From an optimization exercise on the open Yosys and OpenROAD flow, aimed at small area; shortcuts taken in it are not production practice. Function was checked by simulation only, so behaviour that the tests miss may differ from the original. Power is estimated from default activity; no workload was simulated.

Design sd_dac_top, start of the top module:
module sd_dac_top (
    input               clk,
    input               rst_n,
    input               tone_en,
    input        [31:0] phase_increment,
    input signed [15:0] sample_in,
    output              sample_strobe,
    output              output_pdm_p,
    output              output_pdm_n
);
    reg [6:0] N;
    reg clr;    
    wire [6:0] N_next;
    wire c_unused0;
    rca #(7) count (.a(N), .b(7'd0), .ci(1'b1), .s(N_next), .co(c_unused0));
    always @(posedge clk or negedge rst_n) begin
        if (!rst_n) begin N <= 7'd0; clr <= 1'b1; end
        else begin N <= N_next; if (N == 7'd127) clr <= 1'b0; end
    end
    assign sample_strobe = (N == 7'd127);
    wire [15:0] sine;
    quarterwave_generator nco (.clk(clk), .arst(rst_n), .ce(N == 7'd63), .phase_increment(phase_increment), .sinewave(sine));
    wire [15:0] xin = tone_en ? sine : sample_in;
    wire [7:0] xs;
    wire [1:0] ms;
    wire x8, mf, mt, m2s, swap, first;
    wire [18:0] coef;
    wire swap_a, first_a;
    wire [5:0] cidx_a;
    sched_rom ctl (.N(N), .xs(xs), .x8(x8), .ms(ms), .mf(mf), .mt(mt), .m2s(m2s),
                   .swap(swap_a), .first(first_a), .cidx(cidx_a));
    reg swap_r, first_r;
    reg [5:0] cidx_r;
    always @(posedge clk) begin swap_r <= swap_a; first_r <= first_a; cidx_r <= cidx_a; end
    assign swap = swap_r; assign first = first_r;
    coef_rom crom (.cidx(cidx_r), .coef(coef));
    wire [20:0] rndH;     
    wire [19:0] rndM2;    
    wire [15:0] rndV;     
    reg [67*16-1:0] r1;
    always @(posedge clk) r1 <= {r1[66*16-1:0], (N == 7'd127) ? xin : (clr ? 16'd0 : r1[67*16-1:66*16])};
    reg [7*21-1:0] rm;
  ...
clock: 15.0 ns
lec_check: 0
abc_area: 1
cap_margin: 10
core_margin: 2
core_utilization: 40
cts_buf_list: sky130_fd_sc_hd__clkbuf_8
cts_cluster_diameter: 100
cts_cluster_size: 15
gpl_timing_driven: 0
slew_margin: 10
standard.sh (not shown) runs the stock make flow with config.mk's settings and CLKGATE_MAP_FILE= SYNTH_SCRIPT=/design/flow/synth_recipe.tcl, a recipe that flattens the netlist after the stock synthesis.
==> flow/flow/run.sh <==
#!/bin/bash
# The standard layout, with a different synthesis of the same RTL:
#  - the standard synthesis is run first, for the names and cell types of its registers;
#  - then the whole flow runs with flow/synth.tcl as the synthesis script (Yosys's quick ABC pass
#    skipped, registers renamed to the standard names) and with flow/abc_area.script, an
#    area-oriented ABC script, in a copy of ORFS's scripts (ABC_AREA=1 in config.mk selects it).
set -euo pipefail
W=$(pwd)
RES="$W/orfs/results/$FLOW_PLATFORM/sd_dac_top/base"

bash "$W/standard.sh" synth > "$W/standard_synth.log" 2>&1
python3 "$W/flow/regs.py" "$RES/1_2_yosys.v" > "$W/standard_regs.txt"
cp "$RES/1_2_yosys.v" "$W/standard_synth.v"
rm -rf "$W/orfs"

rm -rf "$W/scripts"
cp -r "$FLOW_HOME/scripts" "$W/scripts"
cp "$W/flow/abc_area.script" "$W/scripts/abc_area.script"
REF_REGS="$W/standard_regs.txt" bash "$W/standard.sh" SCRIPTS_DIR="$W/scripts" \
  SYNTH_SCRIPT="$W/flow/synth.tcl" BUFFER_PORTS_ARGS="-buffer_cell sky130_fd_sc_hd__buf_1" finish > "$W/flow.log" 2>&1
Other scripts of this flow, unchanged in this note and not shown: flow/flow/abc_area.script, flow/flow/regs.py, flow/flow/synth.tcl
Then changed:
- CORE_UTILIZATION: 40 -> 50
Via count stays flat.
Worst hold slack is worse by 0.0050 ns.
Design area is lower slightly.
Worst setup slack is worse by 0.048 ns.
Maximum frequency is lower slightly.
Then changed:
--- a/flow/flow/run.sh
+++ b/flow/flow/run.sh
@@ -18,3 +18,3 @@
 cp "$W/flow/abc_area.script" "$W/scripts/abc_area.script"
 REF_REGS="$W/standard_regs.txt" bash "$W/standard.sh" SCRIPTS_DIR="$W/scripts" \
-  SYNTH_SCRIPT="$W/flow/synth.tcl" BUFFER_PORTS_ARGS="-buffer_cell sky130_fd_sc_hd__buf_1" finish > "$W/flow.log" 2>&1
+  SYNTH_SCRIPT="$W/flow/synth.tcl" finish > "$W/flow.log" 2>&1
- CAP_MARGIN: 10 -> 30
- CORE_UTILIZATION: 50 -> 40
- CTS_BUF_LIST: sky130_fd_sc_hd__clkbuf_8 -> sky130_fd_sc_hd__clkbuf_16
- CTS_CLUSTER_SIZE: 15 -> 25
- SLEW_MARGIN: 10 -> 30
Effect: The new run produced a clean layout. Design area rose by 2.4%. Register-to-register slack gets worse by 0.08 ns. Final cell count rose by about 5%.
Then changed:
- CAP_MARGIN: 30 -> 10
- SLEW_MARGIN: 30 -> 10
After rerunning:
- core utilization hardly moves
- design area stays flat
- worst setup slack is worse by 0.0083 ns
Then changed:
--- a/flow/flow/run.sh
+++ b/flow/flow/run.sh
@@ -18,3 +18,3 @@
 cp "$W/flow/abc_area.script" "$W/scripts/abc_area.script"
 REF_REGS="$W/standard_regs.txt" bash "$W/standard.sh" SCRIPTS_DIR="$W/scripts" \
-  SYNTH_SCRIPT="$W/flow/synth.tcl" finish > "$W/flow.log" 2>&1
+  SYNTH_SCRIPT="$W/flow/synth.tcl" BUFFER_PORTS_ARGS="-buffer_cell sky130_fd_sc_hd__buf_1" finish > "$W/flow.log" 2>&1
- CORE_UTILIZATION: 40 -> 45
- CTS_BUF_LIST: sky130_fd_sc_hd__clkbuf_16 -> sky130_fd_sc_hd__clkbuf_8
- CTS_CLUSTER_SIZE: 25 -> 15
Effect: Combinational power went down by about 1%. Utilization went up by 4.9 points. Wire length went down by 0.85%. Worst hold slack gets worse by 0.017 ns. Non-clock buffer count stays the same. Power went down by 3.9%. Clock skew went up by 0.058 ns. Worst setup slack gets better by 0.17 ns. Final cell count went down by 1.8%. Synthesized cell count stays the same.

========
oak:
sd_dac_top again, from the RTL that the note above started with.
export LEC_CHECK = 0
export ABC_AREA = 1
export CAP_MARGIN = 30
export CORE_MARGIN = 2
export CORE_UTILIZATION = 40
export CTS_BUF_LIST = sky130_fd_sc_hd__clkbuf_16
export CTS_CLUSTER_DIAMETER = 100
export CTS_CLUSTER_SIZE = 30
export GPL_TIMING_DRIVEN = 0
export SLEW_MARGIN = 30
create_clock -name core_clock -period 15.0 [get_ports {clk}]
==> flow/flow/run.sh <==
#!/bin/bash
# The standard layout, with a different synthesis of the same RTL:
#  - the standard synthesis is run first, for the names and cell types of its registers;
#  - then the whole flow runs with flow/synth.tcl as the synthesis script (Yosys's quick ABC pass
#    skipped, registers renamed to the standard names) and with flow/abc_area.script, an
#    area-oriented ABC script, in a copy of ORFS's scripts (ABC_AREA=1 in config.mk selects it).
set -euo pipefail
W=$(pwd)
RES="$W/orfs/results/$FLOW_PLATFORM/sd_dac_top/base"

bash "$W/standard.sh" synth > "$W/standard_synth.log" 2>&1
python3 "$W/flow/regs.py" "$RES/1_2_yosys.v" > "$W/standard_regs.txt"
cp "$RES/1_2_yosys.v" "$W/standard_synth.v"
rm -rf "$W/orfs"

rm -rf "$W/scripts"
cp -r "$FLOW_HOME/scripts" "$W/scripts"
cp "$W/flow/abc_area.script" "$W/scripts/abc_area.script"
REF_REGS="$W/standard_regs.txt" bash "$W/standard.sh" SCRIPTS_DIR="$W/scripts" \
  SYNTH_SCRIPT="$W/flow/synth.tcl" finish > "$W/flow.log" 2>&1
Other scripts of this flow, unchanged in this note and not shown: flow/flow/abc_area.script, flow/flow/regs.py, flow/flow/synth.tcl
oak: full flow OK, the timing, design-rule and antenna checks passed
#### Input delta (pine over oak)
Settings: CAP_MARGIN now 10, was 30; CTS_CLUSTER_SIZE now 16, was 30; SLEW_MARGIN now 10, was 30; CTS_BUF_LIST now sky130_fd_sc_hd__clkbuf_8, was sky130_fd_sc_hd__clkbuf_16.
--- outcome ---
- Summary of pine over oak: total leakage power neither gained nor lost much, final-stage net count picked up an extra 0.77%, final core utilization lost 0.32 points.
- Across oak and pine, none had a timing, DRC or antenna violation.
- oak and pine ended up with roughly the same global-route wire length before repair.
- pine vs. oak: part of the cycle the worst path needs essentially unchanged, post-synthesis cell area essentially unchanged, cell count increased 0.78%.
- Looking at portion of total power attributed to combinational logic, pine sits 0.2 points higher than oak does.
- Diff oak -> pine: minimum clock period up 16 ps; relative contribution of the clock network to total power went down 2.2 points; signed area change from the synthesized netlist to the final layout decreased by 0.80 points relative to the old numbers.
[inputs] birch vs pine
Settings: a change of SLEW_MARGIN from 10 to 30; a change of CAP_MARGIN from 10 to 30.
### Flow results
- Going from pine to birch, the final-layout worst hold slack was found to have gone up by 4.4 ps.
- In terms of placed cell count, birch and pine differ only marginally.
- From pine to birch the numbers moved as follows: number of max-cap violations stayed essentially flat; routed length on met3 fell by 240 um; routed length on met2 rose by about 0.5%; period utilization fell by 0.38 points; share of post-route cells with drive strength above 1 stayed essentially flat.
- [compare] base=pine new=birch: number of nets in the layout closely matched the old numbers, number of cells in the finished layout apart from fillers barely changed.
Here is what was changed in the inputs of maple compared with birch.
Settings: CAP_MARGIN: 30 -> 10; SLEW_MARGIN: 30 -> 10; CTS_CLUSTER_SIZE: 16 -> 14.
diff --git a/flow/flow/run.sh b/flow/flow/run.sh
--- a/flow/flow/run.sh
+++ b/flow/flow/run.sh
@@ -20 +20 @@
-  SYNTH_SCRIPT="$W/flow/synth.tcl" finish > "$W/flow.log" 2>&1
+  SYNTH_SCRIPT="$W/flow/synth.tcl" BUFFER_PORTS_ARGS="-buffer_cell sky130_fd_sc_hd__buf_1" finish > "$W/flow.log" 2>&1
[summary]
birch has lower net count of the finished layout than maple.
Compared maple against birch; total instance count after detailed placement within noise.
Post-route non-filler standard cell count (maple vs. birch) increases slightly
Number of cells on the worst reg-to-reg path ends up higher on maple.
Going from birch to maple, the time the final worst path needs with I/O delays and setup was found to have gone down by 49 ps.
Compared maple against birch; post-layout instance area within noise.
Summary: with birch as the reference, count of clock buffers in the final design in maple moved up by more than 10%.
For maple, the cell with the largest stage delay on the worst path was sky130_fd_sc_hd__fa_1, unlike birch, where it was sky130_fd_sc_hd__fa_2.
What cedar does differently from maple at the input level:
Settings: CTS_CLUSTER_SIZE: 14 -> 16.
Notes after the runs:
- The run with more setup slack is cedar; maple has less.
- Diff maple -> cedar: design area lost about 0.66%, maximum frequency has remained practically unchanged.
- In cedar the synthesis-to-finish area growth turned out 0.72 points lower than in maple.
- For the worst path required time, cedar came in 50 ps higher than maple did.

[re-timing with driven ports]
The flow's constraints put no driver on any port. The routed layouts listed below were extracted and timed again, unchanged, in two steps.
Step 1: set_driving_cell puts a clkbuf_16 on clk and a buf_2 on each other input, an assumption about the parent block.
Step 2 moves the port delays by t, midway between the first and last clock arrival at a register: inputs arrive t later, outputs are due t later. That takes back most of the time a late clock gives input paths.
Three values: ideal ports, drivers, drivers and shift; two values: the first two.
| run | shift t [ns] | setup WS [ns] | slew at the worst register clock pin (ns) |
|---|---|---|---|
| the first run of note 1 | 0.902 | 0.463 / 0.507 / -0.395 | 0.11 / 0.11 |
| the second run of note 1 | 0.854 | 0.415 / 0.443 / -0.411 | 0.11 / 0.11 |
| the third run of note 1 | 0.762 | 0.357 / 0.392 / -0.370 | 0.10 / 0.10 |
| the fourth run of note 1 | 0.746 | 0.349 / 0.382 / -0.364 | 0.11 / 0.11 |
| the fifth run of note 1 | 0.860 | 0.518 / 0.552 / -0.308 | 0.12 / 0.12 |
| oak | 0.764 | 0.355 / 0.389 / -0.375 | 0.12 / 0.12 |
| pine | 0.897 | 0.339 / 0.370 / -0.526 | 0.12 / 0.12 |
| birch | 0.893 | 0.396 / 0.423 / -0.471 | 0.11 / 0.11 |
| maple | 0.887 | 0.445 / 0.490 / -0.398 | 0.10 / 0.10 |
| cedar | 0.903 | 0.487 / 0.531 / -0.372 | 0.12 / 0.12 |
With both steps, setup timing fails in every run listed, where it was met with ideal ports. The setup slack of birch, which loses most, moves by +0.027 ns with the drivers and by -0.867 ns with both steps.
